This design comes from an exercise in tuning for small area and a short achievable clock period on the open sky130 flow, not from production work.
Function was checked by simulation only, so behaviour that the tests miss may differ from the original.
No activity file was given, so power comes from the tool's default toggle rates.

==> constraint.sdc <==
create_clock -name core_clock -period 16.0 [get_ports {clk}]
set_input_delay 3.2000 -clock core_clock [delete_from_list [all_inputs] [get_ports {clk}]]
set_output_delay 3.2000 -clock core_clock [all_outputs]
set_load 0.01 [all_outputs]
==> config.mk <==
export PLATFORM = sky130hd
export DESIGN_NAME = alu
export DESIGN_NICKNAME = alu
export VERILOG_FILES = /design/flow/design.v
export SDC_FILE = /design/flow/constraint.sdc
export NUM_CORES = 4
export LEC_CHECK = 0
export ABC_AREA = 1
export CAP_MARGIN = 20
export CORE_MARGIN = 2
export CORE_UTILIZATION = 55
export CTS_CLUSTER_DIAMETER = 80
export CTS_CLUSTER_SIZE = 20
export PLACE_DENSITY = 0.7
export SLEW_MARGIN = 20
==> design.v <==
module alu(instr,clk,rst,alucon,result,zero,so1,so2);
input [31:0] instr;
input clk;
input rst;
output [3:0] alucon;
output zero;
output reg [31:0] so1;
output reg [31:0] so2;
output [31:0] result;
  reg [2:0] ac;
  assign alucon = {1'b0, ac};
  reg [31:0] s0, s1, s2, s3, s4, s5, s6, s7;
  reg [32*27-1:0] mem;   
  reg        pend;       
  reg [2:0]  pend_rd;    
  reg        pend_ld;    
  reg [4:0]  maddr;      
  reg        mok;        
  reg [26:0] lsel;       
  reg        st;         
  reg [31:0] sdr;        
  reg [31:0] row0;
  reg [31:0] row1;
  reg [31:0] row2;
  reg [31:0] row3;
  reg cin;
  wire ps1 = row0[0] ^ row1[0];
  wire pc2 = row0[0] & row1[0];
  wire ph5 = row0[1] ^ row1[1];
  wire ps3 = ph5 ^ row2[1];
  wire pc4 = ph5 ? row2[1] : row0[1];
  wire ph8 = row0[2] ^ row1[2];
  wire ps6 = ph8 ^ row2[2];
  wire pc7 = ph8 ? row2[2] : row0[2];
  wire ph11 = row0[3] ^ row1[3];
  wire ps9 = ph11 ^ row2[3];
  wire pc10 = ph11 ? row2[3] : row0[3];
  wire ph14 = row0[4] ^ row1[4];
  wire ps12 = ph14 ^ row2[4];
  wire pc13 = ph14 ? row2[4] : row0[4];
  wire ph17 = row0[5] ^ row1[5];
  wire ps15 = ph17 ^ row2[5];
  wire pc16 = ph17 ? row2[5] : row0[5];
  wire ph20 = row0[6] ^ row1[6];
  wire ps18 = ph20 ^ row2[6];
  wire pc19 = ph20 ? row2[6] : row0[6];
  wire ph23 = row0[7] ^ row1[7];
  wire ps21 = ph23 ^ row2[7];
  wire pc22 = ph23 ? row2[7] : row0[7];
  wire ph26 = row0[8] ^ row1[8];
  wire ps24 = ph26 ^ row2[8];
  wire pc25 = ph26 ? row2[8] : row0[8];
  wire ph29 = row0[9] ^ row1[9];
  wire ps27 = ph29 ^ row2[9];
  wire pc28 = ph29 ? row2[9] : row0[9];
  wire ph32 = row0[10] ^ row1[10];
  wire ps30 = ph32 ^ row2[10];
  wire pc31 = ph32 ? row2[10] : row0[10];
  wire ph35 = row0[11] ^ row1[11];
  wire ps33 = ph35 ^ row2[11];
  wire pc34 = ph35 ? row2[11] : row0[11];
  wire ph38 = row0[12] ^ row1[12];
  wire ps36 = ph38 ^ row2[12];
  wire pc37 = ph38 ? row2[12] : row0[12];
  wire ph41 = row0[13] ^ row1[13];
  wire ps39 = ph41 ^ row2[13];
  wire pc40 = ph41 ? row2[13] : row0[13];
  wire ph44 = row0[14] ^ row1[14];
  wire ps42 = ph44 ^ row2[14];
  wire pc43 = ph44 ? row2[14] : row0[14];
  wire ph47 = row0[15] ^ row1[15];
  wire ps45 = ph47 ^ row2[15];
  wire pc46 = ph47 ? row2[15] : row0[15];
  wire ph50 = row0[16] ^ row1[16];
  wire ps48 = ph50 ^ row2[16];
  wire pc49 = ph50 ? row2[16] : row0[16];
  wire ph53 = row0[17] ^ row1[17];
  wire ps51 = ph53 ^ row2[17];
  wire pc52 = ph53 ? row2[17] : row0[17];
  wire ph56 = row0[18] ^ row1[18];
  wire ps54 = ph56 ^ row2[18];
  wire pc55 = ph56 ? row2[18] : row0[18];
  wire ph59 = row0[19] ^ row1[19];
  wire ps57 = ph59 ^ row2[19];
  wire pc58 = ph59 ? row2[19] : row0[19];
  wire ph62 = row0[20] ^ row1[20];
  wire ps60 = ph62 ^ row2[20];
  wire pc61 = ph62 ? row2[20] : row0[20];
  wire ph65 = row0[21] ^ row1[21];
  wire ps63 = ph65 ^ row2[21];
  wire pc64 = ph65 ? row2[21] : row0[21];
  wire ph68 = row0[22] ^ row1[22];
  wire ps66 = ph68 ^ row2[22];
  wire pc67 = ph68 ? row2[22] : row0[22];
  wire ph71 = row0[23] ^ row1[23];
  wire ps69 = ph71 ^ row2[23];
  wire pc70 = ph71 ? row2[23] : row0[23];
  wire ph74 = row0[24] ^ row1[24];
  wire ps72 = ph74 ^ row2[24];
  wire pc73 = ph74 ? row2[24] : row0[24];
  wire ph77 = row0[25] ^ row1[25];
  wire ps75 = ph77 ^ row2[25];
  wire pc76 = ph77 ? row2[25] : row0[25];
  wire ph80 = row0[26] ^ row1[26];
  wire ps78 = ph80 ^ row2[26];
  wire pc79 = ph80 ? row2[26] : row0[26];
  wire ph83 = row0[27] ^ row1[27];
  wire ps81 = ph83 ^ row2[27];
  wire pc82 = ph83 ? row2[27] : row0[27];
  wire ph86 = row0[28] ^ row1[28];
  wire ps84 = ph86 ^ row2[28];
  wire pc85 = ph86 ? row2[28] : row0[28];
  wire ph89 = row0[29] ^ row1[29];
  wire ps87 = ph89 ^ row2[29];
  wire pc88 = ph89 ? row2[29] : row0[29];
  wire ph92 = row0[30] ^ row1[30];
  wire ps90 = ph92 ^ row2[30];
  wire pc91 = ph92 ? row2[30] : row0[30];
  wire ph95 = row0[31] ^ row1[31];
  wire ps93 = ph95 ^ row2[31];
  wire pc94 = ph95 ? row2[31] : row0[31];
  wire ps96 = row2[0] ^ row3[0];
  wire pc97 = row2[0] & row3[0];
  wire ph100 = row3[1] ^ ps3;
  wire ps98 = ph100 ^ pc2;
  wire pc99 = ph100 ? pc2 : row3[1];
  wire ph103 = row3[2] ^ ps6;
  wire ps101 = ph103 ^ pc4;
  wire pc102 = ph103 ? pc4 : row3[2];
  wire ph106 = row3[3] ^ ps9;
  wire ps104 = ph106 ^ pc7;
  wire pc105 = ph106 ? pc7 : row3[3];
  wire ph109 = row3[4] ^ ps12;
  wire ps107 = ph109 ^ pc10;
  wire pc108 = ph109 ? pc10 : row3[4];
  wire ph112 = row3[5] ^ ps15;
  wire ps110 = ph112 ^ pc13;
  wire pc111 = ph112 ? pc13 : row3[5];
  wire ph115 = row3[6] ^ ps18;
  wire ps113 = ph115 ^ pc16;
  wire pc114 = ph115 ? pc16 : row3[6];
  wire ph118 = row3[7] ^ ps21;
  wire ps116 = ph118 ^ pc19;
  wire pc117 = ph118 ? pc19 : row3[7];
  wire ph121 = row3[8] ^ ps24;
  wire ps119 = ph121 ^ pc22;
  wire pc120 = ph121 ? pc22 : row3[8];
  wire ph124 = row3[9] ^ ps27;
  wire ps122 = ph124 ^ pc25;
  wire pc123 = ph124 ? pc25 : row3[9];
  wire ph127 = row3[10] ^ ps30;
  wire ps125 = ph127 ^ pc28;
  wire pc126 = ph127 ? pc28 : row3[10];
  wire ph130 = row3[11] ^ ps33;
  wire ps128 = ph130 ^ pc31;
  wire pc129 = ph130 ? pc31 : row3[11];
  wire ph133 = row3[12] ^ ps36;
  wire ps131 = ph133 ^ pc34;
  wire pc132 = ph133 ? pc34 : row3[12];
  wire ph136 = row3[13] ^ ps39;
  wire ps134 = ph136 ^ pc37;
  wire pc135 = ph136 ? pc37 : row3[13];
  wire ph139 = row3[14] ^ ps42;
  wire ps137 = ph139 ^ pc40;
  wire pc138 = ph139 ? pc40 : row3[14];
  wire ph142 = row3[15] ^ ps45;
  wire ps140 = ph142 ^ pc43;
  wire pc141 = ph142 ? pc43 : row3[15];
  wire ph145 = row3[16] ^ ps48;
  wire ps143 = ph145 ^ pc46;
  wire pc144 = ph145 ? pc46 : row3[16];
  wire ph148 = row3[17] ^ ps51;
  wire ps146 = ph148 ^ pc49;
  wire pc147 = ph148 ? pc49 : row3[17];
  wire ph151 = row3[18] ^ ps54;
  wire ps149 = ph151 ^ pc52;
  wire pc150 = ph151 ? pc52 : row3[18];
  wire ph154 = row3[19] ^ ps57;
  wire ps152 = ph154 ^ pc55;
  wire pc153 = ph154 ? pc55 : row3[19];
  wire ph157 = row3[20] ^ ps60;
  wire ps155 = ph157 ^ pc58;
  wire pc156 = ph157 ? pc58 : row3[20];
  wire ph160 = row3[21] ^ ps63;
  wire ps158 = ph160 ^ pc61;
  wire pc159 = ph160 ? pc61 : row3[21];
  wire ph163 = row3[22] ^ ps66;
  wire ps161 = ph163 ^ pc64;
  wire pc162 = ph163 ? pc64 : row3[22];
  wire ph166 = row3[23] ^ ps69;
  wire ps164 = ph166 ^ pc67;
  wire pc165 = ph166 ? pc67 : row3[23];
  wire ph169 = row3[24] ^ ps72;
  wire ps167 = ph169 ^ pc70;
  wire pc168 = ph169 ? pc70 : row3[24];
  wire ph172 = row3[25] ^ ps75;
  wire ps170 = ph172 ^ pc73;
  wire pc171 = ph172 ? pc73 : row3[25];
  wire ph175 = row3[26] ^ ps78;
  wire ps173 = ph175 ^ pc76;
  wire pc174 = ph175 ? pc76 : row3[26];
  wire ph178 = row3[27] ^ ps81;
  wire ps176 = ph178 ^ pc79;
  wire pc177 = ph178 ? pc79 : row3[27];
  wire ph181 = row3[28] ^ ps84;
  wire ps179 = ph181 ^ pc82;
  wire pc180 = ph181 ? pc82 : row3[28];
  wire ph184 = row3[29] ^ ps87;
  wire ps182 = ph184 ^ pc85;
  wire pc183 = ph184 ? pc85 : row3[29];
  wire ph187 = row3[30] ^ ps90;
  wire ps185 = ph187 ^ pc88;
  wire pc186 = ph187 ? pc88 : row3[30];
  wire ph190 = row3[31] ^ ps93;
  wire ps188 = ph190 ^ pc91;
  wire pc189 = ph190 ? pc91 : row3[31];
  wire [31:0] fa_ = {ps188, ps185, ps182, ps179, ps176, ps173, ps170, ps167, ps164, ps161, ps158, ps155, ps152, ps149, ps146, ps143, ps140, ps137, ps134, ps131, ps128, ps125, ps122, ps119, ps116, ps113, ps110, ps107, ps104, ps101, ps98, ps1};
  wire [31:0] fb_ = {pc186, pc183, pc180, pc177, pc174, pc171, pc168, pc165, pc162, pc159, pc156, pc153, pc150, pc147, pc144, pc141, pc138, pc135, pc132, pc129, pc126, pc123, pc120, pc117, pc114, pc111, pc108, pc105, pc102, pc99, pc97, ps96};
  wire arith = ac[2] | ac[1];
  wire [31:0] sum = fa_ + fb_ + {31'b0, cin};
  wire zsum = ~|(fa_ ^ fb_ ^ {fa_[30:0] | fb_[30:0], cin});
  wire [31:0] andv = so1 & so2;
  wire [31:0] orv = so1 | so2;
  assign result = arith ? sum : ac[0] ? orv : andv;
  assign zero = arith ? zsum : ac[0] ? ~|orv : ~|andv;
  reg [31:0] mrd;
  integer k;
  always @* begin
    mrd = 32'b0;
    for (k = 0; k < 27; k = k + 1)
      mrd = mrd | (mem[32*k +: 32] & {32{lsel[k]}});
  end
  wire [31:0] pv = mrd | (result & {32{~pend_ld}});
  wire [5:0] op = instr[31:26];
  wire [5:0] fn = instr[5:0];
  wire [4:0] rs = instr[25:21];
  wire [4:0] rt = instr[20:16];
  wire [4:0] rd = instr[15:11];
  wire [15:0] imm = instr[15:0];
  wire isR  = op == 6'h00;
  wire isLW = op == 6'h23;
  wire isSW = op == 6'h2b;
  wire isAI = op == 6'h08;
  wire isBQ = op == 6'h04;
  wire isI  = isLW | isSW | isAI;
  wire rs_ok = rs[4:3] == 2'b10;
  wire rt_ok = rt[4:3] == 2'b10;
  wire rd_ok = rd[4:3] == 2'b10;
  reg [2:0] ac_n;
  always @* begin
    ac_n = ac;
    if (isR) begin
      if (fn == 6'h20) ac_n = 3'd2;
      else if (fn == 6'h22) ac_n = 3'd3;
      else if (fn == 6'h24) ac_n = 3'd0;
      else if (fn == 6'h25) ac_n = 3'd1;
      else if (fn == 6'h18) ac_n = 3'd4;
    end else if (isI) ac_n = 3'd2;
    else if (isBQ) ac_n = 3'd3;
  end
  function [31:0] rdreg(input [2:0] a);
    case (a)
      3'd0: rdreg = s0; 3'd1: rdreg = s1; 3'd2: rdreg = s2; 3'd3: rdreg = s3;
      3'd4: rdreg = s4; 3'd5: rdreg = s5; 3'd6: rdreg = s6; default: rdreg = s7;
    endcase
  endfunction
  wire [7:0] pf, d1, d2;
  wire [31:0] sv [0:7];
  assign sv[0] = s0; assign sv[1] = s1; assign sv[2] = s2; assign sv[3] = s3;
  assign sv[4] = s4; assign sv[5] = s5; assign sv[6] = s6; assign sv[7] = s7;
  genvar g;
  generate
    for (g = 0; g < 8; g = g + 1) begin : g_rsel
      assign pf[g] = pend & (pend_rd == g);
      assign d1[g] = rs[2:0] == g;
      assign d2[g] = rt[2:0] == g;
    end
  endgenerate
  wire h1 = |(d1 & pf);
  wire h2 = |(d2 & pf);
  reg [31:0] r1, r2;
  integer m;
  always @* begin
    r1 = pv & {32{h1}};
    r2 = pv & {32{h2}};
    for (m = 0; m < 8; m = m + 1) begin
      r1 = r1 | (sv[m] & {32{d1[m] & ~pf[m]}});
      r2 = r2 | (sv[m] & {32{d2[m] & ~pf[m]}});
    end
  end
  wire [31:0] x = ((isR | isBQ | isI) & rs_ok) ? r1 : so1;
  wire [31:0] y = ((isR | isBQ) & rt_ok) ? r2 : isI ? {16'b0, imm} : so2;
  wire [31:0] eb = {16'b0, imm};
  wire [5:0] ea_lo = {1'b0, x[4:0]} + {1'b0, imm[4:0]};
  wire [31:0] ea_ph = x ^ eb;
  wire [31:0] ea_pg = x | eb;
  wire ea_hz = (ea_ph[5] == ea_lo[5]) & (ea_ph[31:6] == ea_pg[30:5]);
  wire ea_ok = ea_hz & (ea_lo[4:0] < 5'd27);
  wire [26:0] lsel_n;
  genvar q;
  generate
    for (q = 0; q < 27; q = q + 1) begin : g_lsel
      assign lsel_n[q] = isLW & ea_ok & (ea_lo[4:0] == q);
    end
  endgenerate
  wire bn0 = y[1];
  wire b10 = y[0] ^ 1'b0;
  wire b20 = (y[1] ^ y[0]) & ~(y[0] ^ 1'b0);
  wire [31:0] pp0 = ({32{b10}} & x[31:0] | {32{b20}} & {x[30:0], 1'b0}) ^ {32{bn0}};
  wire bn1 = y[3];
  wire b11 = y[2] ^ y[1];
  wire b21 = (y[3] ^ y[2]) & ~(y[2] ^ y[1]);
  wire [29:0] pp1 = ({30{b11}} & x[29:0] | {30{b21}} & {x[28:0], 1'b0}) ^ {30{bn1}};
  wire bn2 = y[5];
  wire b12 = y[4] ^ y[3];
  wire b22 = (y[5] ^ y[4]) & ~(y[4] ^ y[3]);
  wire [27:0] pp2 = ({28{b12}} & x[27:0] | {28{b22}} & {x[26:0], 1'b0}) ^ {28{bn2}};
  wire bn3 = y[7];
  wire b13 = y[6] ^ y[5];
  wire b23 = (y[7] ^ y[6]) & ~(y[6] ^ y[5]);
  wire [25:0] pp3 = ({26{b13}} & x[25:0] | {26{b23}} & {x[24:0], 1'b0}) ^ {26{bn3}};
  wire bn4 = y[9];
  wire b14 = y[8] ^ y[7];
  wire b24 = (y[9] ^ y[8]) & ~(y[8] ^ y[7]);
  wire [23:0] pp4 = ({24{b14}} & x[23:0] | {24{b24}} & {x[22:0], 1'b0}) ^ {24{bn4}};
  wire bn5 = y[11];
  wire b15 = y[10] ^ y[9];
  wire b25 = (y[11] ^ y[10]) & ~(y[10] ^ y[9]);
  wire [21:0] pp5 = ({22{b15}} & x[21:0] | {22{b25}} & {x[20:0], 1'b0}) ^ {22{bn5}};
  wire bn6 = y[13];
  wire b16 = y[12] ^ y[11];
  wire b26 = (y[13] ^ y[12]) & ~(y[12] ^ y[11]);
  wire [19:0] pp6 = ({20{b16}} & x[19:0] | {20{b26}} & {x[18:0], 1'b0}) ^ {20{bn6}};
  wire bn7 = y[15];
  wire b17 = y[14] ^ y[13];
  wire b27 = (y[15] ^ y[14]) & ~(y[14] ^ y[13]);
  wire [17:0] pp7 = ({18{b17}} & x[17:0] | {18{b27}} & {x[16:0], 1'b0}) ^ {18{bn7}};
  wire bn8 = y[17];
  wire b18 = y[16] ^ y[15];
  wire b28 = (y[17] ^ y[16]) & ~(y[16] ^ y[15]);
  wire [15:0] pp8 = ({16{b18}} & x[15:0] | {16{b28}} & {x[14:0], 1'b0}) ^ {16{bn8}};
  wire bn9 = y[19];
  wire b19 = y[18] ^ y[17];
  wire b29 = (y[19] ^ y[18]) & ~(y[18] ^ y[17]);
  wire [13:0] pp9 = ({14{b19}} & x[13:0] | {14{b29}} & {x[12:0], 1'b0}) ^ {14{bn9}};
  wire bn10 = y[21];
  wire b110 = y[20] ^ y[19];
  wire b210 = (y[21] ^ y[20]) & ~(y[20] ^ y[19]);
  wire [11:0] pp10 = ({12{b110}} & x[11:0] | {12{b210}} & {x[10:0], 1'b0}) ^ {12{bn10}};
  wire bn11 = y[23];
  wire b111 = y[22] ^ y[21];
  wire b211 = (y[23] ^ y[22]) & ~(y[22] ^ y[21]);
  wire [9:0] pp11 = ({10{b111}} & x[9:0] | {10{b211}} & {x[8:0], 1'b0}) ^ {10{bn11}};
  wire bn12 = y[25];
  wire b112 = y[24] ^ y[23];
  wire b212 = (y[25] ^ y[24]) & ~(y[24] ^ y[23]);
  wire [7:0] pp12 = ({8{b112}} & x[7:0] | {8{b212}} & {x[6:0], 1'b0}) ^ {8{bn12}};
  wire bn13 = y[27];
  wire b113 = y[26] ^ y[25];
  wire b213 = (y[27] ^ y[26]) & ~(y[26] ^ y[25]);
  wire [5:0] pp13 = ({6{b113}} & x[5:0] | {6{b213}} & {x[4:0], 1'b0}) ^ {6{bn13}};
  wire bn14 = y[29];
  wire b114 = y[28] ^ y[27];
  wire b214 = (y[29] ^ y[28]) & ~(y[28] ^ y[27]);
  wire [3:0] pp14 = ({4{b114}} & x[3:0] | {4{b214}} & {x[2:0], 1'b0}) ^ {4{bn14}};
  wire bn15 = y[31];
  wire b115 = y[30] ^ y[29];
  wire b215 = (y[31] ^ y[30]) & ~(y[30] ^ y[29]);
  wire pp15_0 = b115 & x[0];
  wire pp15_1 = b115 ? (x[1] ^ (bn15 & x[0])) : (b215 & x[0]);
  wire ms191 = pp0[24] ^ pp1[22];
  wire mc192 = pp0[24] & pp1[22];
  wire ms193 = pp0[25] ^ pp1[23];
  wire mc194 = pp0[25] & pp1[23];
  wire mh197 = pp0[26] ^ pp1[24];
  wire ms195 = mh197 ^ pp2[22];
  wire mc196 = mh197 ? pp2[22] : pp0[26];
  wire ms198 = pp3[20] ^ pp4[18];
  wire mc199 = pp3[20] & pp4[18];
  wire mh202 = pp0[27] ^ pp1[25];
  wire ms200 = mh202 ^ pp2[23];
  wire mc201 = mh202 ? pp2[23] : pp0[27];
  wire ms203 = pp3[21] ^ pp4[19];
  wire mc204 = pp3[21] & pp4[19];
  wire mh207 = pp0[28] ^ pp1[26];
  wire ms205 = mh207 ^ pp2[24];
  wire mc206 = mh207 ? pp2[24] : pp0[28];
  wire mh210 = pp3[22] ^ pp4[20];
  wire ms208 = mh210 ^ pp5[18];
  wire mc209 = mh210 ? pp5[18] : pp3[22];
  wire ms211 = pp6[16] ^ pp7[14];
  wire mc212 = pp6[16] & pp7[14];
  wire mh215 = pp0[29] ^ pp1[27];
  wire ms213 = mh215 ^ pp2[25];
  wire mc214 = mh215 ? pp2[25] : pp0[29];
  wire mh218 = pp3[23] ^ pp4[21];
  wire ms216 = mh218 ^ pp5[19];
  wire mc217 = mh218 ? pp5[19] : pp3[23];
  wire ms219 = pp6[17] ^ pp7[15];
  wire mc220 = pp6[17] & pp7[15];
  wire mh223 = pp0[30] ^ pp1[28];
  wire ms221 = mh223 ^ pp2[26];
  wire mc222 = mh223 ? pp2[26] : pp0[30];
  wire mh226 = pp3[24] ^ pp4[22];
  wire ms224 = mh226 ^ pp5[20];
  wire mc225 = mh226 ? pp5[20] : pp3[24];
  wire mh229 = pp6[18] ^ pp7[16];
  wire ms227 = mh229 ^ pp8[14];
  wire mc228 = mh229 ? pp8[14] : pp6[18];
  wire ms230 = pp0[16] ^ pp1[14];
  wire mc231 = pp0[16] & pp1[14];
  wire ms232 = pp0[17] ^ pp1[15];
  wire mc233 = pp0[17] & pp1[15];
  wire mh236 = pp0[18] ^ pp1[16];
  wire ms234 = mh236 ^ pp2[14];
  wire mc235 = mh236 ? pp2[14] : pp0[18];
  wire ms237 = pp3[12] ^ pp4[10];
  wire mc238 = pp3[12] & pp4[10];
  wire mh241 = pp0[19] ^ pp1[17];
  wire ms239 = mh241 ^ pp2[15];
  wire mc240 = mh241 ? pp2[15] : pp0[19];
  wire ms242 = pp3[13] ^ pp4[11];
  wire mc243 = pp3[13] & pp4[11];
  wire mh246 = pp0[20] ^ pp1[18];
  wire ms244 = mh246 ^ pp2[16];
  wire mc245 = mh246 ? pp2[16] : pp0[20];
  wire mh249 = pp3[14] ^ pp4[12];
  wire ms247 = mh249 ^ pp5[10];
  wire mc248 = mh249 ? pp5[10] : pp3[14];
  wire ms250 = pp6[8] ^ pp7[6];
  wire mc251 = pp6[8] & pp7[6];
  wire mh254 = pp0[21] ^ pp1[19];
  wire ms252 = mh254 ^ pp2[17];
  wire mc253 = mh254 ? pp2[17] : pp0[21];
  wire mh257 = pp3[15] ^ pp4[13];
  wire ms255 = mh257 ^ pp5[11];
  wire mc256 = mh257 ? pp5[11] : pp3[15];
  wire ms258 = pp6[9] ^ pp7[7];
  wire mc259 = pp6[9] & pp7[7];
  wire mh262 = pp0[22] ^ pp1[20];
  wire ms260 = mh262 ^ pp2[18];
  wire mc261 = mh262 ? pp2[18] : pp0[22];
  wire mh265 = pp3[16] ^ pp4[14];
  wire ms263 = mh265 ^ pp5[12];
  wire mc264 = mh265 ? pp5[12] : pp3[16];
  wire mh268 = pp6[10] ^ pp7[8];
  wire ms266 = mh268 ^ pp8[6];
  wire mc267 = mh268 ? pp8[6] : pp6[10];
  wire ms269 = pp9[4] ^ pp10[2];
  wire mc270 = pp9[4] & pp10[2];
  wire mh273 = pp0[23] ^ pp1[21];
  wire ms271 = mh273 ^ pp2[19];
  wire mc272 = mh273 ? pp2[19] : pp0[23];
  wire mh276 = pp3[17] ^ pp4[15];
  wire ms274 = mh276 ^ pp5[13];
  wire mc275 = mh276 ? pp5[13] : pp3[17];
  wire mh279 = pp6[11] ^ pp7[9];
  wire ms277 = mh279 ^ pp8[7];
  wire mc278 = mh279 ? pp8[7] : pp6[11];
  wire ms280 = pp9[5] ^ pp10[3];
  wire mc281 = pp9[5] & pp10[3];
  wire mh284 = pp2[20] ^ pp3[18];
  wire ms282 = mh284 ^ pp4[16];
  wire mc283 = mh284 ? pp4[16] : pp2[20];
  wire mh287 = pp5[14] ^ pp6[12];
  wire ms285 = mh287 ^ pp7[10];
  wire mc286 = mh287 ? pp7[10] : pp5[14];
  wire mh290 = pp8[8] ^ pp9[6];
  wire ms288 = mh290 ^ pp10[4];
  wire mc289 = mh290 ? pp10[4] : pp8[8];
  wire mh293 = pp11[2] ^ pp12[0];
  wire ms291 = mh293 ^ bn12;
  wire mc292 = mh293 ? bn12 : pp11[2];
  wire mh296 = pp2[21] ^ pp3[19];
  wire ms294 = mh296 ^ pp4[17];
  wire mc295 = mh296 ? pp4[17] : pp2[21];
  wire mh299 = pp5[15] ^ pp6[13];
  wire ms297 = mh299 ^ pp7[11];
  wire mc298 = mh299 ? pp7[11] : pp5[15];
  wire mh302 = pp8[9] ^ pp9[7];
  wire ms300 = mh302 ^ pp10[5];
  wire mc301 = mh302 ? pp10[5] : pp8[9];
  wire mh305 = pp11[3] ^ pp12[1];
  wire ms303 = mh305 ^ ms193;
  wire mc304 = mh305 ? ms193 : pp11[3];
  wire mh308 = pp5[16] ^ pp6[14];
  wire ms306 = mh308 ^ pp7[12];
  wire mc307 = mh308 ? pp7[12] : pp5[16];
  wire mh311 = pp8[10] ^ pp9[8];
  wire ms309 = mh311 ^ pp10[6];
  wire mc310 = mh311 ? pp10[6] : pp8[10];
  wire mh314 = pp11[4] ^ pp12[2];
  wire ms312 = mh314 ^ pp13[0];
  wire mc313 = mh314 ? pp13[0] : pp11[4];
  wire mh317 = bn13 ^ ms195;
  wire ms315 = mh317 ^ ms198;
  wire mc316 = mh317 ? ms198 : bn13;
  wire mh320 = pp5[17] ^ pp6[15];
  wire ms318 = mh320 ^ pp7[13];
  wire mc319 = mh320 ? pp7[13] : pp5[17];
  wire mh323 = pp8[11] ^ pp9[9];
  wire ms321 = mh323 ^ pp10[7];
  wire mc322 = mh323 ? pp10[7] : pp8[11];
  wire mh326 = pp11[5] ^ pp12[3];
  wire ms324 = mh326 ^ pp13[1];
  wire mc325 = mh326 ? pp13[1] : pp11[5];
  wire mh329 = ms200 ^ ms203;
  wire ms327 = mh329 ^ mc196;
  wire mc328 = mh329 ? mc196 : ms200;
  wire mh332 = pp8[12] ^ pp9[10];
  wire ms330 = mh332 ^ pp10[8];
  wire mc331 = mh332 ? pp10[8] : pp8[12];
  wire mh335 = pp11[6] ^ pp12[4];
  wire ms333 = mh335 ^ pp13[2];
  wire mc334 = mh335 ? pp13[2] : pp11[6];
  wire mh338 = pp14[0] ^ bn14;
  wire ms336 = mh338 ^ ms205;
  wire mc337 = mh338 ? ms205 : pp14[0];
  wire mh341 = ms208 ^ ms211;
  wire ms339 = mh341 ^ mc201;
  wire mc340 = mh341 ? mc201 : ms208;
  wire mh344 = pp8[13] ^ pp9[11];
  wire ms342 = mh344 ^ pp10[9];
  wire mc343 = mh344 ? pp10[9] : pp8[13];
  wire mh347 = pp11[7] ^ pp12[5];
  wire ms345 = mh347 ^ pp13[3];
  wire mc346 = mh347 ? pp13[3] : pp11[7];
  wire mh350 = pp14[1] ^ ms213;
  wire ms348 = mh350 ^ ms216;
  wire mc349 = mh350 ? ms216 : pp14[1];
  wire mh353 = ms219 ^ mc206;
  wire ms351 = mh353 ^ mc209;
  wire mc352 = mh353 ? mc209 : ms219;
  wire mh356 = pp9[12] ^ pp10[10];
  wire ms354 = mh356 ^ pp11[8];
  wire mc355 = mh356 ? pp11[8] : pp9[12];
  wire mh359 = pp12[6] ^ pp13[4];
  wire ms357 = mh359 ^ pp14[2];
  wire mc358 = mh359 ? pp14[2] : pp12[6];
  wire mh362 = pp15_0 ^ ms221;
  wire ms360 = mh362 ^ ms224;
  wire mc361 = mh362 ? ms224 : pp15_0;
  wire mh365 = ms227 ^ mc214;
  wire ms363 = mh365 ^ mc217;
  wire mc364 = mh365 ? mc217 : ms227;
  wire ms366 = pp0[10] ^ pp1[8];
  wire mc367 = pp0[10] & pp1[8];
  wire ms368 = pp0[11] ^ pp1[9];
  wire mc369 = pp0[11] & pp1[9];
  wire mh372 = pp0[12] ^ pp1[10];
  wire ms370 = mh372 ^ pp2[8];
  wire mc371 = mh372 ? pp2[8] : pp0[12];
  wire ms373 = pp3[6] ^ pp4[4];
  wire mc374 = pp3[6] & pp4[4];
  wire mh377 = pp0[13] ^ pp1[11];
  wire ms375 = mh377 ^ pp2[9];
  wire mc376 = mh377 ? pp2[9] : pp0[13];
  wire ms378 = pp3[7] ^ pp4[5];
  wire mc379 = pp3[7] & pp4[5];
  wire mh382 = pp0[14] ^ pp1[12];
  wire ms380 = mh382 ^ pp2[10];
  wire mc381 = mh382 ? pp2[10] : pp0[14];
  wire mh385 = pp3[8] ^ pp4[6];
  wire ms383 = mh385 ^ pp5[4];
  wire mc384 = mh385 ? pp5[4] : pp3[8];
  wire ms386 = pp6[2] ^ pp7[0];
  wire mc387 = pp6[2] & pp7[0];
  wire mh390 = pp0[15] ^ pp1[13];
  wire ms388 = mh390 ^ pp2[11];
  wire mc389 = mh390 ? pp2[11] : pp0[15];
  wire mh393 = pp3[9] ^ pp4[7];
  wire ms391 = mh393 ^ pp5[5];
  wire mc392 = mh393 ? pp5[5] : pp3[9];
  wire ms394 = pp6[3] ^ pp7[1];
  wire mc395 = pp6[3] & pp7[1];
  wire mh398 = pp2[12] ^ pp3[10];
  wire ms396 = mh398 ^ pp4[8];
  wire mc397 = mh398 ? pp4[8] : pp2[12];
  wire mh401 = pp5[6] ^ pp6[4];
  wire ms399 = mh401 ^ pp7[2];
  wire mc400 = mh401 ? pp7[2] : pp5[6];
  wire mh404 = pp8[0] ^ bn8;
  wire ms402 = mh404 ^ ms230;
  wire mc403 = mh404 ? ms230 : pp8[0];
  wire mh407 = pp2[13] ^ pp3[11];
  wire ms405 = mh407 ^ pp4[9];
  wire mc406 = mh407 ? pp4[9] : pp2[13];
  wire mh410 = pp5[7] ^ pp6[5];
  wire ms408 = mh410 ^ pp7[3];
  wire mc409 = mh410 ? pp7[3] : pp5[7];
  wire mh413 = pp8[1] ^ ms232;
  wire ms411 = mh413 ^ mc231;
  wire mc412 = mh413 ? mc231 : pp8[1];
  wire mh416 = pp5[8] ^ pp6[6];
  wire ms414 = mh416 ^ pp7[4];
  wire mc415 = mh416 ? pp7[4] : pp5[8];
  wire mh419 = pp8[2] ^ pp9[0];
  wire ms417 = mh419 ^ bn9;
  wire mc418 = mh419 ? bn9 : pp8[2];
  wire mh422 = ms234 ^ ms237;
  wire ms420 = mh422 ^ mc233;
  wire mc421 = mh422 ? mc233 : ms234;
  wire mh425 = pp5[9] ^ pp6[7];
  wire ms423 = mh425 ^ pp7[5];
  wire mc424 = mh425 ? pp7[5] : pp5[9];
  wire mh428 = pp8[3] ^ pp9[1];
  wire ms426 = mh428 ^ ms239;
  wire mc427 = mh428 ? ms239 : pp8[3];
  wire mh431 = ms242 ^ mc235;
  wire ms429 = mh431 ^ mc238;
  wire mc430 = mh431 ? mc238 : ms242;
  wire mh434 = pp8[4] ^ pp9[2];
  wire ms432 = mh434 ^ pp10[0];
  wire mc433 = mh434 ? pp10[0] : pp8[4];
  wire mh437 = bn10 ^ ms244;
  wire ms435 = mh437 ^ ms247;
  wire mc436 = mh437 ? ms247 : bn10;
  wire mh440 = ms250 ^ mc240;
  wire ms438 = mh440 ^ mc243;
  wire mc439 = mh440 ? mc243 : ms250;
  wire mh443 = pp8[5] ^ pp9[3];
  wire ms441 = mh443 ^ pp10[1];
  wire mc442 = mh443 ? pp10[1] : pp8[5];
  wire mh446 = ms252 ^ ms255;
  wire ms444 = mh446 ^ ms258;
  wire mc445 = mh446 ? ms258 : ms252;
  wire mh449 = mc245 ^ mc248;
  wire ms447 = mh449 ^ mc251;
  wire mc448 = mh449 ? mc251 : mc245;
  wire mh452 = pp11[0] ^ bn11;
  wire ms450 = mh452 ^ ms260;
  wire mc451 = mh452 ? ms260 : pp11[0];
  wire mh455 = ms263 ^ ms266;
  wire ms453 = mh455 ^ ms269;
  wire mc454 = mh455 ? ms269 : ms263;
  wire mh458 = mc253 ^ mc256;
  wire ms456 = mh458 ^ mc259;
  wire mc457 = mh458 ? mc259 : mc253;
  wire mh461 = pp11[1] ^ ms271;
  wire ms459 = mh461 ^ ms274;
  wire mc460 = mh461 ? ms274 : pp11[1];
  wire mh464 = ms277 ^ ms280;
  wire ms462 = mh464 ^ mc261;
  wire mc463 = mh464 ? mc261 : ms277;
  wire mh467 = mc264 ^ mc267;
  wire ms465 = mh467 ^ mc270;
  wire mc466 = mh467 ? mc270 : mc264;
  wire mh470 = ms191 ^ ms282;
  wire ms468 = mh470 ^ ms285;
  wire mc469 = mh470 ? ms285 : ms191;
  wire mh473 = ms288 ^ ms291;
  wire ms471 = mh473 ^ mc272;
  wire mc472 = mh473 ? mc272 : ms288;
  wire mh476 = mc275 ^ mc278;
  wire ms474 = mh476 ^ mc281;
  wire mc475 = mh476 ? mc281 : mc275;
  wire mh479 = mc192 ^ ms294;
  wire ms477 = mh479 ^ ms297;
  wire mc478 = mh479 ? ms297 : mc192;
  wire mh482 = ms300 ^ ms303;
  wire ms480 = mh482 ^ mc283;
  wire mc481 = mh482 ? mc283 : ms300;
  wire mh485 = mc286 ^ mc289;
  wire ms483 = mh485 ^ mc292;
  wire mc484 = mh485 ? mc292 : mc286;
  wire mh488 = mc194 ^ ms306;
  wire ms486 = mh488 ^ ms309;
  wire mc487 = mh488 ? ms309 : mc194;
  wire mh491 = ms312 ^ ms315;
  wire ms489 = mh491 ^ mc295;
  wire mc490 = mh491 ? mc295 : ms312;
  wire mh494 = mc298 ^ mc301;
  wire ms492 = mh494 ^ mc304;
  wire mc493 = mh494 ? mc304 : mc298;
  wire mh497 = mc199 ^ ms318;
  wire ms495 = mh497 ^ ms321;
  wire mc496 = mh497 ? ms321 : mc199;
  wire mh500 = ms324 ^ ms327;
  wire ms498 = mh500 ^ mc307;
  wire mc499 = mh500 ? mc307 : ms324;
  wire mh503 = mc310 ^ mc313;
  wire ms501 = mh503 ^ mc316;
  wire mc502 = mh503 ? mc316 : mc310;
  wire mh506 = mc204 ^ ms330;
  wire ms504 = mh506 ^ ms333;
  wire mc505 = mh506 ? ms333 : mc204;
  wire mh509 = ms336 ^ ms339;
  wire ms507 = mh509 ^ mc319;
  wire mc508 = mh509 ? mc319 : ms336;
  wire mh512 = mc322 ^ mc325;
  wire ms510 = mh512 ^ mc328;
  wire mc511 = mh512 ? mc328 : mc322;
  wire mh515 = mc212 ^ ms342;
  wire ms513 = mh515 ^ ms345;
  wire mc514 = mh515 ? ms345 : mc212;
  wire mh518 = ms348 ^ ms351;
  wire ms516 = mh518 ^ mc331;
  wire mc517 = mh518 ? mc331 : ms348;
  wire mh521 = mc334 ^ mc337;
  wire ms519 = mh521 ^ mc340;
  wire mc520 = mh521 ? mc340 : mc334;
  wire mh524 = mc220 ^ ms354;
  wire ms522 = mh524 ^ ms357;
  wire mc523 = mh524 ? ms357 : mc220;
  wire mh527 = ms360 ^ ms363;
  wire ms525 = mh527 ^ mc343;
  wire mc526 = mh527 ? mc343 : ms360;
  wire mh530 = mc346 ^ mc349;
  wire ms528 = mh530 ^ mc352;
  wire mc529 = mh530 ? mc352 : mc346;
  wire ms531 = pp0[6] ^ pp1[4];
  wire mc532 = pp0[6] & pp1[4];
  wire ms533 = pp0[7] ^ pp1[5];
  wire mc534 = pp0[7] & pp1[5];
  wire mh537 = pp0[8] ^ pp1[6];
  wire ms535 = mh537 ^ pp2[4];
  wire mc536 = mh537 ? pp2[4] : pp0[8];
  wire ms538 = pp3[2] ^ pp4[0];
  wire mc539 = pp3[2] & pp4[0];
  wire mh542 = pp0[9] ^ pp1[7];
  wire ms540 = mh542 ^ pp2[5];
  wire mc541 = mh542 ? pp2[5] : pp0[9];
  wire ms543 = pp3[3] ^ pp4[1];
  wire mc544 = pp3[3] & pp4[1];
  wire mh547 = pp2[6] ^ pp3[4];
  wire ms545 = mh547 ^ pp4[2];
  wire mc546 = mh547 ? pp4[2] : pp2[6];
  wire mh550 = pp5[0] ^ bn5;
  wire ms548 = mh550 ^ ms366;
  wire mc549 = mh550 ? ms366 : pp5[0];
  wire mh553 = pp2[7] ^ pp3[5];
  wire ms551 = mh553 ^ pp4[3];
  wire mc552 = mh553 ? pp4[3] : pp2[7];
  wire mh556 = pp5[1] ^ ms368;
  wire ms554 = mh556 ^ mc367;
  wire mc555 = mh556 ? mc367 : pp5[1];
  wire mh559 = pp5[2] ^ pp6[0];
  wire ms557 = mh559 ^ bn6;
  wire mc558 = mh559 ? bn6 : pp5[2];
  wire mh562 = ms370 ^ ms373;
  wire ms560 = mh562 ^ mc369;
  wire mc561 = mh562 ? mc369 : ms370;
  wire mh565 = pp5[3] ^ pp6[1];
  wire ms563 = mh565 ^ ms375;
  wire mc564 = mh565 ? ms375 : pp5[3];
  wire mh568 = ms378 ^ mc371;
  wire ms566 = mh568 ^ mc374;
  wire mc567 = mh568 ? mc374 : ms378;
  wire mh571 = bn7 ^ ms380;
  wire ms569 = mh571 ^ ms383;
  wire mc570 = mh571 ? ms383 : bn7;
  wire mh574 = ms386 ^ mc376;
  wire ms572 = mh574 ^ mc379;
  wire mc573 = mh574 ? mc379 : ms386;
  wire mh577 = ms388 ^ ms391;
  wire ms575 = mh577 ^ ms394;
  wire mc576 = mh577 ? ms394 : ms388;
  wire mh580 = mc381 ^ mc384;
  wire ms578 = mh580 ^ mc387;
  wire mc579 = mh580 ? mc387 : mc381;
  wire mh583 = ms396 ^ ms399;
  wire ms581 = mh583 ^ ms402;
  wire mc582 = mh583 ? ms402 : ms396;
  wire mh586 = mc389 ^ mc392;
  wire ms584 = mh586 ^ mc395;
  wire mc585 = mh586 ? mc395 : mc389;
  wire mh589 = ms405 ^ ms408;
  wire ms587 = mh589 ^ ms411;
  wire mc588 = mh589 ? ms411 : ms405;
  wire mh592 = mc397 ^ mc400;
  wire ms590 = mh592 ^ mc403;
  wire mc591 = mh592 ? mc403 : mc397;
  wire mh595 = ms414 ^ ms417;
  wire ms593 = mh595 ^ ms420;
  wire mc594 = mh595 ? ms420 : ms414;
  wire mh598 = mc406 ^ mc409;
  wire ms596 = mh598 ^ mc412;
  wire mc597 = mh598 ? mc412 : mc406;
  wire mh601 = ms423 ^ ms426;
  wire ms599 = mh601 ^ ms429;
  wire mc600 = mh601 ? ms429 : ms423;
  wire mh604 = mc415 ^ mc418;
  wire ms602 = mh604 ^ mc421;
  wire mc603 = mh604 ? mc421 : mc415;
  wire mh607 = ms432 ^ ms435;
  wire ms605 = mh607 ^ ms438;
  wire mc606 = mh607 ? ms438 : ms432;
  wire mh610 = mc424 ^ mc427;
  wire ms608 = mh610 ^ mc430;
  wire mc609 = mh610 ? mc430 : mc424;
  wire mh613 = ms441 ^ ms444;
  wire ms611 = mh613 ^ ms447;
  wire mc612 = mh613 ? ms447 : ms441;
  wire mh616 = mc433 ^ mc436;
  wire ms614 = mh616 ^ mc439;
  wire mc615 = mh616 ? mc439 : mc433;
  wire mh619 = ms450 ^ ms453;
  wire ms617 = mh619 ^ ms456;
  wire mc618 = mh619 ? ms456 : ms450;
  wire mh622 = mc442 ^ mc445;
  wire ms620 = mh622 ^ mc448;
  wire mc621 = mh622 ? mc448 : mc442;
  wire mh625 = ms459 ^ ms462;
  wire ms623 = mh625 ^ ms465;
  wire mc624 = mh625 ? ms465 : ms459;
  wire mh628 = mc451 ^ mc454;
  wire ms626 = mh628 ^ mc457;
  wire mc627 = mh628 ? mc457 : mc451;
  wire mh631 = ms468 ^ ms471;
  wire ms629 = mh631 ^ ms474;
  wire mc630 = mh631 ? ms474 : ms468;
  wire mh634 = mc460 ^ mc463;
  wire ms632 = mh634 ^ mc466;
  wire mc633 = mh634 ? mc466 : mc460;
  wire mh637 = ms477 ^ ms480;
  wire ms635 = mh637 ^ ms483;
  wire mc636 = mh637 ? ms483 : ms477;
  wire mh640 = mc469 ^ mc472;
  wire ms638 = mh640 ^ mc475;
  wire mc639 = mh640 ? mc475 : mc469;
  wire mh643 = ms486 ^ ms489;
  wire ms641 = mh643 ^ ms492;
  wire mc642 = mh643 ? ms492 : ms486;
  wire mh646 = mc478 ^ mc481;
  wire ms644 = mh646 ^ mc484;
  wire mc645 = mh646 ? mc484 : mc478;
  wire mh649 = ms495 ^ ms498;
  wire ms647 = mh649 ^ ms501;
  wire mc648 = mh649 ? ms501 : ms495;
  wire mh652 = mc487 ^ mc490;
  wire ms650 = mh652 ^ mc493;
  wire mc651 = mh652 ? mc493 : mc487;
  wire mh655 = ms504 ^ ms507;
  wire ms653 = mh655 ^ ms510;
  wire mc654 = mh655 ? ms510 : ms504;
  wire mh658 = mc496 ^ mc499;
  wire ms656 = mh658 ^ mc502;
  wire mc657 = mh658 ? mc502 : mc496;
  wire mh661 = ms513 ^ ms516;
  wire ms659 = mh661 ^ ms519;
  wire mc660 = mh661 ? ms519 : ms513;
  wire mh664 = mc505 ^ mc508;
  wire ms662 = mh664 ^ mc511;
  wire mc663 = mh664 ? mc511 : mc505;
  wire mh667 = ms522 ^ ms525;
  wire ms665 = mh667 ^ ms528;
  wire mc666 = mh667 ? ms528 : ms522;
  wire mh670 = mc514 ^ mc517;
  wire ms668 = mh670 ^ mc520;
  wire mc669 = mh670 ? mc520 : mc514;
  wire x671 = pp0[31] ^ pp1[29];
  wire x672 = pp2[27] ^ pp3[25];
  wire x673 = pp4[23] ^ pp5[21];
  wire x674 = pp6[19] ^ pp7[17];
  wire x675 = pp8[15] ^ pp9[13];
  wire x676 = pp10[11] ^ pp11[9];
  wire x677 = pp12[7] ^ pp13[5];
  wire x678 = pp14[3] ^ pp15_1;
  wire x679 = x671 ^ x672;
  wire x680 = x673 ^ x674;
  wire x681 = x675 ^ x676;
  wire x682 = x677 ^ x678;
  wire x683 = x679 ^ x680;
  wire x684 = x681 ^ x682;
  wire x685 = x683 ^ x684;
  wire x686 = mc222 ^ mc355;
  wire x687 = mc364 ^ mc529;
  wire x688 = x686 ^ x687;
  wire x689 = mc225 ^ mc358;
  wire x690 = mc523 ^ mc666;
  wire x691 = x689 ^ x690;
  wire x692 = mc228 ^ mc361;
  wire x693 = mc526 ^ mc669;
  wire x694 = x692 ^ x693;
  wire [31:0] mrow0 = {x685, ms665, ms659, ms653, ms647, ms641, ms635, ms629, ms623, ms617, ms611, ms605, ms599, ms593, ms587, ms581, ms575, ms569, ms563, ms557, ms551, ms545, ms540, bn4, pp2[3], pp2[2], pp0[5], pp0[4], pp0[3], pp0[2], pp0[1], pp0[0]};
  wire [31:0] mrow1 = {x688, ms668, ms662, ms656, ms650, ms644, ms638, ms632, ms626, ms620, ms614, ms608, ms602, ms596, ms590, ms584, ms578, ms572, ms566, ms560, ms554, ms548, ms543, ms535, pp3[1], pp3[0], pp1[3], pp1[2], pp1[1], pp1[0], 1'b0, bn0};
  wire [31:0] mrow2 = {x691, mc660, mc654, mc648, mc642, mc636, mc630, mc624, mc618, mc612, mc606, mc600, mc594, mc588, mc582, mc576, mc570, mc564, mc558, mc552, mc546, mc541, mc536, ms538, ms533, bn3, pp2[1], pp2[0], 1'b0, bn1, 1'b0, 1'b0};
  wire [31:0] mrow3 = {x694, mc663, mc657, mc651, mc645, mc639, mc633, mc627, mc621, mc615, mc609, mc603, mc597, mc591, mc585, mc579, mc573, mc567, mc561, mc555, mc549, mc544, mc539, mc534, mc532, ms531, 1'b0, bn2, 1'b0, 1'b0, 1'b0, 1'b0};
  wire mul_n = ac_n == 3'd4;
  wire sub_n = ac_n == 3'd3;
  always @(posedge clk) begin
    if (rst) begin
      ac <= 3'd0; so1 <= 32'b0; so2 <= 32'b0;
      pend <= 1'b0; st <= 1'b0;
    end else begin
      ac <= ac_n; so1 <= x; so2 <= y;
      pend <= (isR & rd_ok) | ((isAI | isLW) & rt_ok);
      st <= isSW & rt_ok & ea_ok;
    end
    pend_rd <= isR ? rd[2:0] : rt[2:0];
    pend_ld <= isLW;
    maddr <= ea_lo[4:0];
    mok <= ea_ok;
    lsel <= lsel_n;
    sdr <= r2;
    row0 <= mul_n ? mrow0 : x;
    row1 <= mul_n ? mrow1 : (sub_n ? ~y : y);
    row2 <= mul_n ? mrow2 : 32'b0;
    row3 <= mul_n ? mrow3 : 32'b0;
    cin <= sub_n & ~mul_n;
  end
  wire [31:0] pv0 = pv & {32{~rst}};
  wire [7:0] swe;
  genvar w;
  generate
    for (w = 0; w < 8; w = w + 1) begin : g_swe
      assign swe[w] = rst | (pend && pend_rd == w);
    end
  endgenerate
  always @(posedge clk) begin
    if (swe[0]) s0 <= pv0;
    if (swe[1]) s1 <= pv0;
    if (swe[2]) s2 <= pv0;
    if (swe[3]) s3 <= pv0;
    if (swe[4]) s4 <= pv0;
    if (swe[5]) s5 <= pv0;
    if (swe[6]) s6 <= pv0;
    if (swe[7]) s7 <= pv0;
  end
  wire [31:0] sd = sdr;
  wire [31:0] sd0 = sd & {32{~rst}};
  wire [31:0] sd1 = sd | {32{rst}};
  generate
    for (w = 0; w < 27; w = w + 1) begin : g_mem
      wire we = rst | (st && maddr == w);
      wire [31:0] c = (w < 18) ? w + 1 : 32'b0;
      always @(posedge clk)
        if (we) mem[32*w +: 32] <= (c & sd1) | (~c & sd0);
    end
  endgenerate
endmodule
==> standard.sh <==
#!/bin/bash
# synth_recipe.tcl (not shown) runs the flow's synth.tcl, then flattens the netlist and writes it again
# the make line also repeats each setting of config.mk as NAME=value (left out here)
make -C /OpenROAD-flow-scripts/flow DESIGN_CONFIG=/design/flow/config.mk WORK_HOME=/design/flow/orfs CLKGATE_MAP_FILE= SYNTH_SCRIPT=/design/flow/synth_recipe.tcl "${@:-finish}"
==> flow/run.sh <==
#!/bin/bash
# Layout flow: the standard ORFS flow (standard synthesis, floorplan,
# placement, CTS, routing) with these changes:
# - a larger setup-slack target for the timing repair steps, so that the
#   repair keeps improving paths that already meet the 16 ns clock (the
#   clock, I/O delays and all constraints are the standard flow's);
# - synthesis is the standard script with ADDER_MAP_FILE empty, so that
#   full and half adders are mapped as ordinary gates rather than as the
#   (slower) fa/ha cells; registers are unaffected;
# - every input and output port is still buffered, with buf_4 cells instead
#   of the default choice (a clkdlybuf4s50 delay cell on the outputs).
set -euo pipefail
MARGIN=9
TNS=10
sed -e "s/\"\${@:-finish}\"/SETUP_SLACK_MARGIN=$MARGIN TNS_END_PERCENT=$TNS ADDER_MAP_FILE= 'BUFFER_PORTS_ARGS=-buffer_cell sky130_fd_sc_hd__buf_4' \"\${@:-finish}\"/" standard.sh > standard_margin.sh
grep -q "SETUP_SLACK_MARGIN=$MARGIN TNS_END_PERCENT=$TNS ADDER_MAP_FILE= 'BUFFER_PORTS_ARGS=-buffer_cell sky130_fd_sc_hd__buf_4'" standard_margin.sh
bash standard_margin.sh > standard.log 2>&1
==> results.txt <==
==> how the worst max path moves through the flow <==
stage | cells past startpoint | slack [ns] | startpoint | endpoint
2_1_floorplan | 22 | 9.25 | instr[31] | row1[29]
3_3_place_gp | 34 | 5.78 | instr[30] | lsel[19]
3_5_place_dp | 34 | 5.55 | instr[30] | lsel[23]
4_1_cts | 17 | 8.90 | row0[5] | result[26]
5_1_grt | 31 | 8.79 | instr[27] | lsel[13]
6_report | 31 | 9.02 | instr[17] | row0[24]
==> logic make-up (layout without fill, tap and decap cells) <==
kind of cell | count (synthesis) | in the layout
AO/OA/AOI/OAI | 1204 | 1205
XOR/XNOR | 340 | 340
adder cells (fa/ha/maj) | 8 | 8
buffers and inverters | 1006 | 1350
flip-flops | 1378 | 1378
multiplexers | 1 | 1
other | 1 | 5
AND/OR/NAND/NOR | 3665 | 3670
==> metal layers <==
layer	vias to the layer above	GRT usage [%]	wire length, um
li1	26800	-	-
met1	28900	52.4	98100
met2	4887	62.2	120000
met3	1345	12.6	43100
met4	14	26.3	23400
met5	-	0	154
==> what timing repair did <==
item | CTS | global route
buffers inserted | 36 | 144
pin swaps | 16 | 110
endpoints found under the setup margin | 169 | 109
cloned | 10 | 17
resized for setup | 179 | 431
==> worst max-delay path, delay by kind of cell <==
kind                      cells  cell delay [ns]
buffers and inverters         9             1.25
and+or+nand+nor              15             1.76
AOI/OAI and AO/OA             4             0.74
xor gates and xnor gates      3             0.54
==> final cells by class <==
cell class | instances | area share [%]
timing repair buffer | 498 | 5.46
inverter | 694 | 3.59
clock inverter | 23 | 0.401
clock buffer | 128 | 2.90
antenna | 4 | 0.0124
multi-input combinational | 5225 | 37.1
tap | 1662 | 2.57
sequential | 1378 | 47.9
timing repair inverter | 7 | 0.0849
==> power groups by stage <==
stage | Sequential (mW) | Clock [mW] | Combinational [mW]
floorplan | 4.25 | 0 | 0.521
global placement | 4.26 | 0 | 0.827
detailed placement | 4.27 | 0 | 0.837
CTS | 4.19 | 2.33 | 0.873
global route | 4.21 | 2.44 | 1.05
finish | 4.19 | 2.32 | 1.01
==> cell usage in the layout, fill, tap and decap left out, types with 23 or more instances in the layout <==
master and count:
nand2_1 2130, edfxtp_1 1120, inv_1 582, nand3_1 456
buf_4 438, nor2_1 348, xor2_1 262, dfxtp_1 228
a21oi_1 227, o22ai_1 215, o21ai_0 173, nand4_1 150
nand2_2 134, a221oi_1 109, clkbuf_16 97, inv_2 76
a22o_1 76, nand3_2 70, nand2_4 67, xnor2_1 50
o22ai_2 49, o21ai_1 45, or2_2 43, or2_1 41
clkbuf_1 40, o21ai_4 36, nand3b_1 32, dfxtp_2 30
o211ai_1 29, nor2_2 28, buf_12 28, nor2_4 25
xor2_2 24, nor4_1 23
==> through the flow <==
step | power (mW) | hold slack [ns] | utilization, % | instances
finish | 7.52 | 0.583 | 63.7 | 9619
global route | 7.69 | 0.621 | 63.7 | 9616
CTS | 7.39 | 0.584 | 61.1 | 9453
detailed placement | 5.11 | 0.562 | 58.0 | 9256
global placement | 5.09 | 0.570 | 58.0 | 9256
floorplan | 4.77 | 0.478 | - | 7603
==> results.py <==
metrics = {
    "status": {
        "status": "complete, no violations",
    },
    "drt": {
        "finalWirelength_um": 285000,
        "vias_per_cell": 6.44,
        "drtAntennaViolNets": 0,
        "wl_per_cell_um": 29.6,
        "num_vias": 61900,
        "dr.pass1.iters": 10,
        "drc": 0,
        "drt_iter0_drc": 9842,
    },
    "placed_design": {
        "portBuffers": 133,
        "placed_area_um2": 73800,
        "gp_congestion": 1.06,
        "dp_hpwl_um": 179000,
        "pre_cts_ws_ns": 5.55,
    },
    "sta": {
        "max_slew_margin_pct": 16.0,
        "report.final.setup_viol": 0,
        "period_needed_ns": 6.98,
        "clock_skew_ns": 0.0917,
        "maxSlewViolCount": 0,
        "max_clock_freq_ghz": 0.143,
        "period_share_pct": 43.6,
        "worst_pin_slew_ns": 1.26,
        "rsz0062_at_grt": "true",
        "hold_viol_final": 0,
        "setup_ws_ns": 9.02,
        "fin_setup_tns_ns": 0,
    },
    "logic_synthesis": {
        "synthCells": 7603,
        "synth_xor_area_share_pct": 4.32,
        "synthDistinctLibCells": 82,
        "yosysTopAreaCellShare_pct": 47.8,
        "synthAdderAreaFrac_pct": 0.119,
        "synth_area_per_cell_um2": 9.25,
        "synth_top_cell_by_area": "edfxtp_1",
        "synth_top_family_by_area": "simple AND/OR/NAND/NOR gates",
        "syn_nets": 7637,
        "synth_edf_count": 1120,
        "synth_compound_area_share_pct": 11.6,
        "synthMuxAreaShare_pct": 0.0142,
        "synth.cell_area_um2": 70300,
        "synth.most_common_cell": "nand2_1",
        "synth_flop_cell": "edfxtp_1",
        "ys_seq_area_share_pct": 55.2,
        "ys_seq_elements": 1378,
        "yosys-top-cells-count": "nand2_1, edfxtp_1, inv_1",
        "yosysWarnings": 1,
        "synth_simple_gate_area_share_pct": 23.0,
        "netlist_top_cells_area": "edfxtp_1, nand2_1, dfxtp_1, nand3_1, xor2_1",
        "ys_async_sr_fraction_pct": 0,
    },
    "global_routing": {
        "grt_max_degree": 107,
        "grt_pass1_wl_um": 389000,
        "antenna_found_initial": 14,
        "grt_pass1_vias": 56100,
        "gr-total-overflow": 0,
        "grt.total_usage_pct": 41.5,
    },
    "worst_hold_path": {
        "hold_depth": 2,
        "worstHoldEndpoint": "mem[516]",
        "hold_path.class": "register to register",
        "hold_path.startpoint": "sdr[4]",
    },
    "clock_network": {
        "root_buffer": "clkbuf_16",
        "clk_pin_slew_ns": 0.08,
        "holdBufCountCts": 0,
        "clkLatencyLatePin_ns": 0.77,
        "numCtsBuffers": 85,
        "cts_tree": "done",
        "htreeDepth": 3,
        "cts_buffer_depth": 3,
        "cts_sinks": 1378,
    },
    "setup_path": {
        "critPathKind": "primary input to register",
        "worst-r2r-setup-slack_ns": 9.97,
        "ff2ff_path_depth": 31,
        "worstSetupStartpointType": "primary input",
        "r2r_start": "lsel[22]",
        "timing.rr.end": "row0[24]",
        "slowest_delay_ns": 0.31,
        "path_max_fanout": 11,
        "crit_arrival_ns": 7.57,
        "cp-end-kind": "register",
        "path_common_cell": "nand2_1",
        "crit_slowest_cell": "or2_2",
        "cp.required_ns": 16.59,
    },
    "pwr": {
        "internal_power_mw": 5.47,
        "swShare_pct": 27.3,
        "leakage_nw": 32.6,
        "comb_power_share_pct": 13.4,
        "power_frac_seq_pct": 55.7,
        "power_switching_mw": 2.05,
        "pwr-share-clk_pct": 30.9,
        "vdd_drop_max_mv": 0.125,
        "pwr_density_cell_nw_per_um2": 92.8,
    },
    "floorplan": {
        "die_area_um2": 131000,
        "die_w_um": 362,
        "fp.dieH_um": 362,
        "start_util_pct": 55.3,
        "fp.coreArea_um2": 127000,
        "boundaryPins": 135,
        "num_rows": 131,
    },
    "layout": {
        "largest_register_ffs": 864,
        "largest-register": "mem",
        "multi_input_area_um2": 30000,
        "fill_cells": 10300,
        "drive_gt1_share_pct": 17.6,
        "regArea_um2": 38800,
        "syn2layout_area_growth_pct": 15.3,
        "stdcell_area_um2": 81000,
        "fin_nets": 7923,
    },
    "flow_run": {
        "drv_cap": 0,
    },
}

## afterwards: timing with drivers on the ports
How much do the figures lean on ideal ports? The routed layout below was timed once more, with nothing changed but the port constraints.
Step 1 assumes that a clkbuf_16 drives the clock port and a buf_2 every other input.
Step 2 moves the port delays by t, midway between the first and last clock arrival at a register: inputs arrive t later, outputs are due t later. That takes back most of the time a late clock gives input paths.
a / b / c = ideal / step 1 / step 2; a / b = the first two.
t (ns): 0.802
slack for setup (ns): 9.020 / 9.003 / 8.267
hold WS [ns]: 0.583 / 0.583 / 0.583
clock arrival spread, ns: 0.091 / 0.092
worst data-port slew with drivers (ns): 0.04
After both steps setup and hold are still met in this run. The setup slack of this run moves by -0.017 ns with the drivers and by -0.753 ns with both steps.
